From an optimization exercise on the open Yosys and OpenROAD flow, aimed at small area, a short achievable clock period and few clock cycles per item; shortcuts taken in it are not production practice. Power is estimated from default activity; no workload was simulated.

==> flow/design.v <==
`default_nettype	none
module	div(i_clk, i_reset, i_wr, i_signed, i_numerator, i_denominator,
		o_busy, o_valid, o_err, o_quotient, o_flags);
	input	wire		i_clk, i_reset;
	input	wire		i_wr, i_signed;
	input	wire	[31:0]	i_numerator, i_denominator;
	output	reg		o_busy, o_valid, o_err;
	output	wire	[31:0]	o_quotient;
	output	wire	[3:0]	o_flags;
	localparam	SA = 2, SB = 8;	 
	reg	[32:0]	R;
	reg	[31:0]	N, D;
	reg	[32:0]	D3;
	reg		dneg, qneg;
	reg		pre, post, fst;
	reg	[3:0]	c;		 
	reg		zf;
	wire	[32:0]	DE = { dneg, D };
	always @(posedge i_clk)
		D3 <= DE + { DE[31:0], 1'b0 };
	wire		rneg = R[32];
	reg	[7:0]	ivq;
	wire	[32:0]	DX = { !rneg, D ^ { {(8){ivq[3]}}, {(8){ivq[2]}},
				{(8){ivq[1]}}, {(8){ivq[0]}} } };
	wire	[32:0]	D3X = D3 ^ { {(9){ivq[7]}}, {(8){ivq[6]}},
				{(8){ivq[5]}}, {(8){ivq[4]}} };
	wire	[33:0]	S1X = { R[31:0], N[31], 1'b1 } + { DX, ivq[0] };
	wire	[33:0]	V1X = { R[30:0], N[31:30], 1'b1 } + { DX, ivq[1] };
	wire	[33:0]	V3X = { R[30:0], N[31:30], 1'b1 } + { D3X, ivq[4] };
	wire		s1 = S1X[33];
	wire	[32:0]	S2 = (s1 == rneg) ? V3X[33:1] : V1X[33:1];
	wire		q1 = !s1;
	wire		q2 = !S2[32];
	wire	[31:0]	H;
	genvar	gi;
	generate for(gi=0; gi<32; gi=gi+1)
	begin : GEN_H
		if (gi == 31)
			assign	H[gi] = 1'b1;
		else
			assign	H[gi] = !(|D[31:gi+1]);
	end endgenerate
	wire	[31:0]	RA = { R[31-SA:0], N[31:32-SA] };
	wire	[31:0]	RB = { R[31-SB:0], N[31:32-SB] };
	wire		skA = !rneg && !dneg && !(|(RA & H))
				&& (c <= 14 - SA/2);
	wire		skB = !rneg && !dneg && !(|(RB & H))
				&& (c <= 14 - SB/2);
	wire		last = (&c);
	wire		dz = !(|D);
	always @(posedge i_clk)
	if (i_reset)
	begin
		o_busy  <= 1'b0;
		o_valid <= 1'b0;
		o_err   <= 1'b0;
		pre  <= 1'b0;
		post <= 1'b0;
		fst  <= 1'b0;
	end else begin
		o_valid <= 1'b0;
		o_err   <= 1'b0;
		fst     <= 1'b0;
		if (!o_busy)
		begin
			o_busy <= i_wr;
			pre    <= i_wr && i_signed && i_numerator[31];
			fst    <= i_wr;
			post   <= 1'b0;
		end else if (pre)
			pre <= 1'b0;
		else if (post)
		begin
			post    <= 1'b0;
			o_busy  <= 1'b0;
			o_valid <= 1'b1;
			o_err   <= dz;
		end else if (last && !skA && !fst)
		begin
			if (qneg)
				post <= 1'b1;
			else begin
				o_busy  <= 1'b0;
				o_valid <= 1'b1;
				o_err   <= dz;
			end
		end
	end
	always @(posedge i_clk)
	if (!o_busy)
	begin
		R <= 33'h0;
		N <= i_numerator;
		dneg <= i_signed && i_denominator[31];
		D <= i_denominator;
		qneg <= i_signed && (i_numerator[31] ^ i_denominator[31]);
		c  <= 4'h0;
		zf <= 1'b1;
		ivq <= {(8){!(i_signed && i_denominator[31])}};
	end else if (pre || post)
	begin
		R <= 33'h0;
		N <= -N;
		ivq[1] <= !dneg;
		ivq[2] <= pre && ivq[2];
		ivq[3] <= post || !dneg;
		ivq[4] <= post || ivq[4];
		ivq[5] <= pre && !dneg;
		ivq[6] <= post ? ivq[6] : !dneg;
		ivq[7] <= pre ? ivq[7] : !dneg;
	end
	else if (skB)
	begin
		R <= { 1'b0, RB };
		ivq <= {(8){!dneg}};
		N <= { N[31-SB:0], {(SB){1'b0}} };
		c <= c + SB/2;
	end else if (skA)
	begin
		R <= { 1'b0, RA };
		ivq <= {(8){!dneg}};
		N <= { N[31-SA:0], {(SA){1'b0}} };
		c <= c + SA/2;
	end else if (!fst)
	begin
		R <= S2;
		if (q1 || q2)
			zf <= 1'b0;
		ivq <= {(8){!(S2[32] ^ dneg)}};
		N <= { N[29:0], q1, q2 };
		c <= c + 4'd1;
	end
	assign	o_quotient = N;
	assign	o_flags = { 1'b0, N[31], !(|R) && !qneg, zf };
endmodule
clock: 5.0 ns
lec_check: 0
cap_margin: 20
core_margin: 2
core_utilization: 40
cts_buf_list: sky130_fd_sc_hd__clkbuf_8
setup_slack_margin: 1.5
slew_margin: 20
standard.sh (not shown) runs the stock make flow with config.mk's settings and CLKGATE_MAP_FILE= SYNTH_SCRIPT=/design/flow/synth_recipe.tcl, a recipe that flattens the netlist after the stock synthesis.
==> flow/flow/run.sh <==
#!/bin/bash
# The standard layout, with plain buf_1 cells as the port buffers.
set -euo pipefail
bash standard.sh "BUFFER_PORTS_ARGS=-buffer_cell sky130_fd_sc_hd__buf_1" finish > standard_flow.log 2>&1
The baseline ran to the end with violations: negative setup slack.
Edit:
--- a/flow/design.v
+++ b/flow/design.v
@@ -10,25 +10,25 @@
 	localparam	SA = 2, SB = 8;	 
 	reg	[32:0]	R;
 	reg	[31:0]	N, D;
-	reg	[32:0]	D3;
 	reg		dneg, qneg;
-	reg		pre, post, fst;
+	reg		pre, post;
 	reg	[3:0]	c;		 
 	reg		zf;
-	wire	[32:0]	DE = { dneg, D };
-	always @(posedge i_clk)
-		D3 <= DE + { DE[31:0], 1'b0 };
 	wire		rneg = R[32];
-	reg	[7:0]	ivq;
+	reg	[5:0]	ivq;
 	wire	[32:0]	DX = { !rneg, D ^ { {(8){ivq[3]}}, {(8){ivq[2]}},
 				{(8){ivq[1]}}, {(8){ivq[0]}} } };
-	wire	[32:0]	D3X = D3 ^ { {(9){ivq[7]}}, {(8){ivq[6]}},
-				{(8){ivq[5]}}, {(8){ivq[4]}} };
+	wire	[32:0]	T2 = { R[30:0], N[31:30] };
+	wire	[32:0]	DX2 = { DX[31:0], ivq[4] };
+	wire	[32:0]	CS = T2 ^ DX ^ DX2;
+	wire	[32:0]	CC = { (T2[31:0] & DX[31:0]) | (T2[31:0] & DX2[31:0])
+				| (DX[31:0] & DX2[31:0]), ivq[5] };
 	wire	[33:0]	S1X = { R[31:0], N[31], 1'b1 } + { DX, ivq[0] };
-	wire	[33:0]	V1X = { R[30:0], N[31:30], 1'b1 } + { DX, ivq[1] };
-	wire	[33:0]	V3X = { R[30:0], N[31:30], 1'b1 } + { D3X, ivq[4] };
+	wire	[33:0]	V1X = { T2, 1'b1 } + { DX, ivq[1] };
+	wire	[33:0]	V3X = { CS, 1'b1 } + { CC, ivq[4] };
 	wire		s1 = S1X[33];
-	wire	[32:0]	S2 = (s1 == rneg) ? V3X[33:1] : V1X[33:1];
+	wire		s3 = (s1 == rneg);
+	wire	[32:0]	S2 = ({(33){s3}} & V3X[33:1]) | ({(33){!s3}} & V1X[33:1]);
 	wire		q1 = !s1;
 	wire		q2 = !S2[32];
 	wire	[31:0]	H;
@@ -56,16 +56,13 @@
 		o_err   <= 1'b0;
 		pre  <= 1'b0;
 		post <= 1'b0;
-		fst  <= 1'b0;
 	end else begin
 		o_valid <= 1'b0;
 		o_err   <= 1'b0;
-		fst     <= 1'b0;
 		if (!o_busy)
 		begin
 			o_busy <= i_wr;
 			pre    <= i_wr && i_signed && i_numerator[31];
-			fst    <= i_wr;
 			post   <= 1'b0;
 		end else if (pre)
 			pre <= 1'b0;
@@ -75,7 +72,7 @@
 			o_busy  <= 1'b0;
 			o_valid <= 1'b1;
 			o_err   <= dz;
-		end else if (last && !skA && !fst)
+		end else if (last)
 		begin
 			if (qneg)
 				post <= 1'b1;
@@ -96,7 +93,7 @@
 		qneg <= i_signed && (i_numerator[31] ^ i_denominator[31]);
 		c  <= 4'h0;
 		zf <= 1'b1;
-		ivq <= {(8){!(i_signed && i_denominator[31])}};
+		ivq <= {(6){!(i_signed && i_denominator[31])}};
 	end else if (pre || post)
 	begin
 		R <= 33'h0;
@@ -106,27 +103,24 @@
 		ivq[3] <= post || !dneg;
 		ivq[4] <= post || ivq[4];
 		ivq[5] <= pre && !dneg;
-		ivq[6] <= post ? ivq[6] : !dneg;
-		ivq[7] <= pre ? ivq[7] : !dneg;
 	end
 	else if (skB)
 	begin
 		R <= { 1'b0, RB };
-		ivq <= {(8){!dneg}};
+		ivq <= {(6){!dneg}};
 		N <= { N[31-SB:0], {(SB){1'b0}} };
 		c <= c + SB/2;
 	end else if (skA)
 	begin
 		R <= { 1'b0, RA };
-		ivq <= {(8){!dneg}};
+		ivq <= {(6){!dneg}};
 		N <= { N[31-SA:0], {(SA){1'b0}} };
 		c <= c + SA/2;
-	end else if (!fst)
-	begin
+	end else begin
 		R <= S2;
 		if (q1 || q2)
 			zf <= 1'b0;
-		ivq <= {(8){!(S2[32] ^ dneg)}};
+		ivq <= {(6){!(S2[32] ^ dneg)}};
 		N <= { N[29:0], q1, q2 };
 		c <= c + 4'd1;
 	end
What happened:
- Now the flow completed with no timing, DRC or antenna violations
- routed wire length came out lower by 7.3%
- total power decreases by 10%
- global-route usage grows by 0.65 points
- design area goes down by 14%
- worst hold slack is better by 32 ps
No functional check of the RTL was part of any run of this note.

========
div, a different RTL version from the one above (not shown whole).
For scale: roughly 110 flip-flops, roughly 110 I/O pins, about 0.0079 sq mm of cells after synthesis.
==> module div, before the edit <==
module	div(i_clk, i_reset, i_wr, i_signed, i_numerator, i_denominator,
		o_busy, o_valid, o_err, o_quotient, o_flags);
	input	wire		i_clk, i_reset;
	input	wire		i_wr, i_signed;
	input	wire	[31:0]	i_numerator, i_denominator;
	output	reg		o_busy, o_valid, o_err;
	output	wire	[31:0]	o_quotient;
	output	wire	[3:0]	o_flags;
	reg	[31:0]	R, N, M;
	reg		dneg, nneg, qneg;
	reg		pre, post;
	reg	[4:0]	c;
	reg		zf, cf;
	wire	[32:0]	T = { R, N[31] };
	wire	[33:0]	S = { 1'b0, T } + { 2'b11, M } + { 33'b0, !dneg };
	wire		q = !S[33];
	wire	[31:0]	H;
	genvar	gi;
	assign	H[31] = 1'b1;
	generate for(gi=0; gi<31; gi=gi+1)
	begin : GEN_H
		assign	H[gi] = &M[31:gi+1];
	end endgenerate
	wire	[31:0]	R4 = { R[27:0], N[31:28] };
	wire		sk4 = !(&c[4:2]) && !(|(R4 & H));
	wire		last = (&c);
	wire		dz = (&M) && !dneg;
	wire	[31:0]	NEG = -N;
	always @(posedge i_clk)
	if (i_reset)
	begin
		o_busy  <= 1'b0;
		o_valid <= 1'b0;
		o_err   <= 1'b0;
		pre  <= 1'b0;
		post <= 1'b0;
	end else begin
		o_valid <= 1'b0;
		o_err   <= 1'b0;
		if (!o_busy)
		begin
			o_busy <= i_wr;
			pre    <= i_wr && i_signed && i_numerator[31];
			post   <= 1'b0;
		end else if (pre)
			pre <= 1'b0;
		else if (post)
		begin
			post    <= 1'b0;
			o_busy  <= 1'b0;
			o_valid <= 1'b1;
			o_err   <= dz;
		end else if (last)
		begin
			if (qneg)
				post <= 1'b1;
			else begin
				o_busy  <= 1'b0;
				o_valid <= 1'b1;
				o_err   <= dz;
			end
		end
	end
	always @(posedge i_clk)
	if (!o_busy)
	begin
		R <= 32'h0;
		N <= i_numerator;
		dneg <= i_signed && i_denominator[31];
		M <= (i_signed && i_denominator[31]) ? i_denominator : ~i_denominator;
		nneg <= i_signed && i_numerator[31];
		qneg <= i_signed && (i_numerator[31] ^ i_denominator[31]);
		c  <= 5'h0;
		zf <= 1'b1;
		cf <= 1'b0;
	end else if (pre || post)
		N <= NEG;
	else if (sk4)
	begin
		{ R, N } <= { R[27:0], N, 4'h0 };
		c <= c + 5'd4;
	end else begin
		R <= q ? S[31:0] : T[31:0];
		N <= { N[30:0], q };
		c <= c + 5'd1;
		if (q)
			zf <= 1'b0;
		cf <= (S == 34'h0) && !qneg;
	end
	assign	o_quotient = N;
	assign	o_flags = { 1'b0, N[31], cf, zf };
endmodule
Settings: LEC_CHECK=0, CAP_MARGIN=20, CORE_MARGIN=2, CORE_UTILIZATION=40, SLEW_MARGIN=20; clock period 5.0 ns.
run.sh (not shown) runs the stock make flow with config.mk's settings and CLKGATE_MAP_FILE= SYNTH_SCRIPT=/design/flow/synth_recipe.tcl, a recipe that flattens the netlist after the stock synthesis.
Stock flow here: none of the scripts above is used.
Change:
==> flow/design.v (replaced) <==
`default_nettype	none
module	div(i_clk, i_reset, i_wr, i_signed, i_numerator, i_denominator,
		o_busy, o_valid, o_err, o_quotient, o_flags);
	input	wire		i_clk, i_reset;
	input	wire		i_wr, i_signed;
	input	wire	[31:0]	i_numerator, i_denominator;
	output	reg		o_busy, o_valid, o_err;
	output	wire	[31:0]	o_quotient;
	output	wire	[3:0]	o_flags;
	localparam	SA = 2, SB = 8;	 
	localparam	G = 2;		 
	reg	[32:0]	R;
	reg	[31:0]	N, M;
	reg		dneg, qneg;
	reg		pre, post;
	reg	[4:0]	c;
	wire		rneg = R[32];
	wire	[33:0]	T = { R, N[31] };
	wire	[33:0]	X = { 2'b11, M } ^ {(34){rneg}};
	wire	[33:0]	S = T + X + { 33'h0, rneg ^ !dneg };
	wire		q = !S[33];
	wire	[31:0]	H;
	genvar	gi;
	generate for(gi=0; gi<32; gi=gi+1)
	begin : GEN_H
		if ((gi/G)*G+G >= 32)
			assign	H[gi] = 1'b1;
		else
			assign	H[gi] = &M[31:(gi/G)*G+G];
	end endgenerate
	wire	[31:0]	RA = { R[31-SA:0], N[31:32-SA] };
	wire	[31:0]	RB = { R[31-SB:0], N[31:32-SB] };
	wire		skA = !rneg && !(|(RA & H))
				&& ({ 1'b0, c } + SA <= 31);
	wire		skB = !rneg && !(|(RB & H))
				&& ({ 1'b0, c } + SB <= 31);
	wire		last = (&c);
	wire		dz = (&M) && !dneg;
	always @(posedge i_clk)
	if (i_reset)
	begin
		o_busy  <= 1'b0;
		o_valid <= 1'b0;
		o_err   <= 1'b0;
		pre  <= 1'b0;
		post <= 1'b0;
	end else begin
		o_valid <= 1'b0;
		o_err   <= 1'b0;
		if (!o_busy)
		begin
			o_busy <= i_wr;
			pre    <= i_wr && i_signed && i_numerator[31];
			post   <= 1'b0;
		end else if (pre)
			pre <= 1'b0;
		else if (post)
		begin
			post    <= 1'b0;
			o_busy  <= 1'b0;
			o_valid <= 1'b1;
			o_err   <= dz;
		end else if (last)
		begin
			if (qneg)
				post <= 1'b1;
			else begin
				o_busy  <= 1'b0;
				o_valid <= 1'b1;
				o_err   <= dz;
			end
		end
	end
	always @(posedge i_clk)
	if (!o_busy)
	begin
		R <= 33'h0;
		N <= i_numerator;
		dneg <= i_signed && i_denominator[31];
		M <= (i_signed && i_denominator[31]) ? i_denominator : ~i_denominator;
		qneg <= i_signed && (i_numerator[31] ^ i_denominator[31]);
		c  <= 5'h0;
	end else if (pre || post)
		N <= -N;
	else if (skB)
	begin
		R <= { 1'b0, RB };
		N <= { N[31-SB:0], {(SB){1'b0}} };
		c <= c + SB;
	end else if (skA)
	begin
		R <= { 1'b0, RA };
		N <= { N[31-SA:0], {(SA){1'b0}} };
		c <= c + SA;
	end else begin
		R <= S[32:0];
		N <= { N[30:0], q };
		c <= c + 5'd1;
	end
	assign	o_quotient = N;
	assign	o_flags = { 1'b0, N[31], !(|R) && !qneg, !(|N) };
endmodule
Effect: Count of clock-buffer cells in the layout is higher by 2. Area after synthesis is higher by a few percent. Wire length is higher slightly. Via count is lower slightly. Global-route usage is lower by 0.51 points. Die area is higher slightly. Worst setup slack gets better by 93 ps. Total power is higher by roughly a tenth. Fmax is higher by a few percent. Combinational power is higher by about a fifth. Cell count is higher slightly. Non-clock buffer count is higher by 2.
No run of this note included a check of the RTL's function; only the layout flow was run.

static timing again, ports no longer ideal:
The results above use ideal ports. As a check the final layouts listed here were re-extracted and re-timed, cells and wires unchanged.
Step 1 assumes that a clkbuf_16 drives the clock port and a buf_2 every other input.
Step 2, shift: input delay + t, output delay - t, t = (earliest + latest rising clock arrival at the registers) / 2. This alone moves slack from input paths to output paths.
Three values: ideal, step 1, step 2; two values: the first two.
run | t, ns | setup slack, ns | hold WS [ns] | latest minus earliest clock arrival (ns) | slew at the worst register clock pin (ns)
the first run of note 1 | 0.540 | -0.403 / -0.403 / -0.403 | 0.479 / 0.479 / 0.479 | 0.021 / 0.022 | 0.10 / 0.10
the second run of note 1 | 0.496 | 0.918 / 0.918 / 0.918 | 0.511 / 0.511 / 0.511 | 0.016 / 0.016 | 0.08 / 0.08
the first run of note 2 | 0.412 | 0.676 / 0.676 / 0.676 | 0.470 / 0.470 / 0.470 | 0.011 / 0.011 | 0.08 / 0.08
the second run of note 2 | 0.404 | 0.769 / 0.725 / 1.039 | 0.489 / 0.489 / 0.489 | 0.015 / 0.016 | 0.08 / 0.08
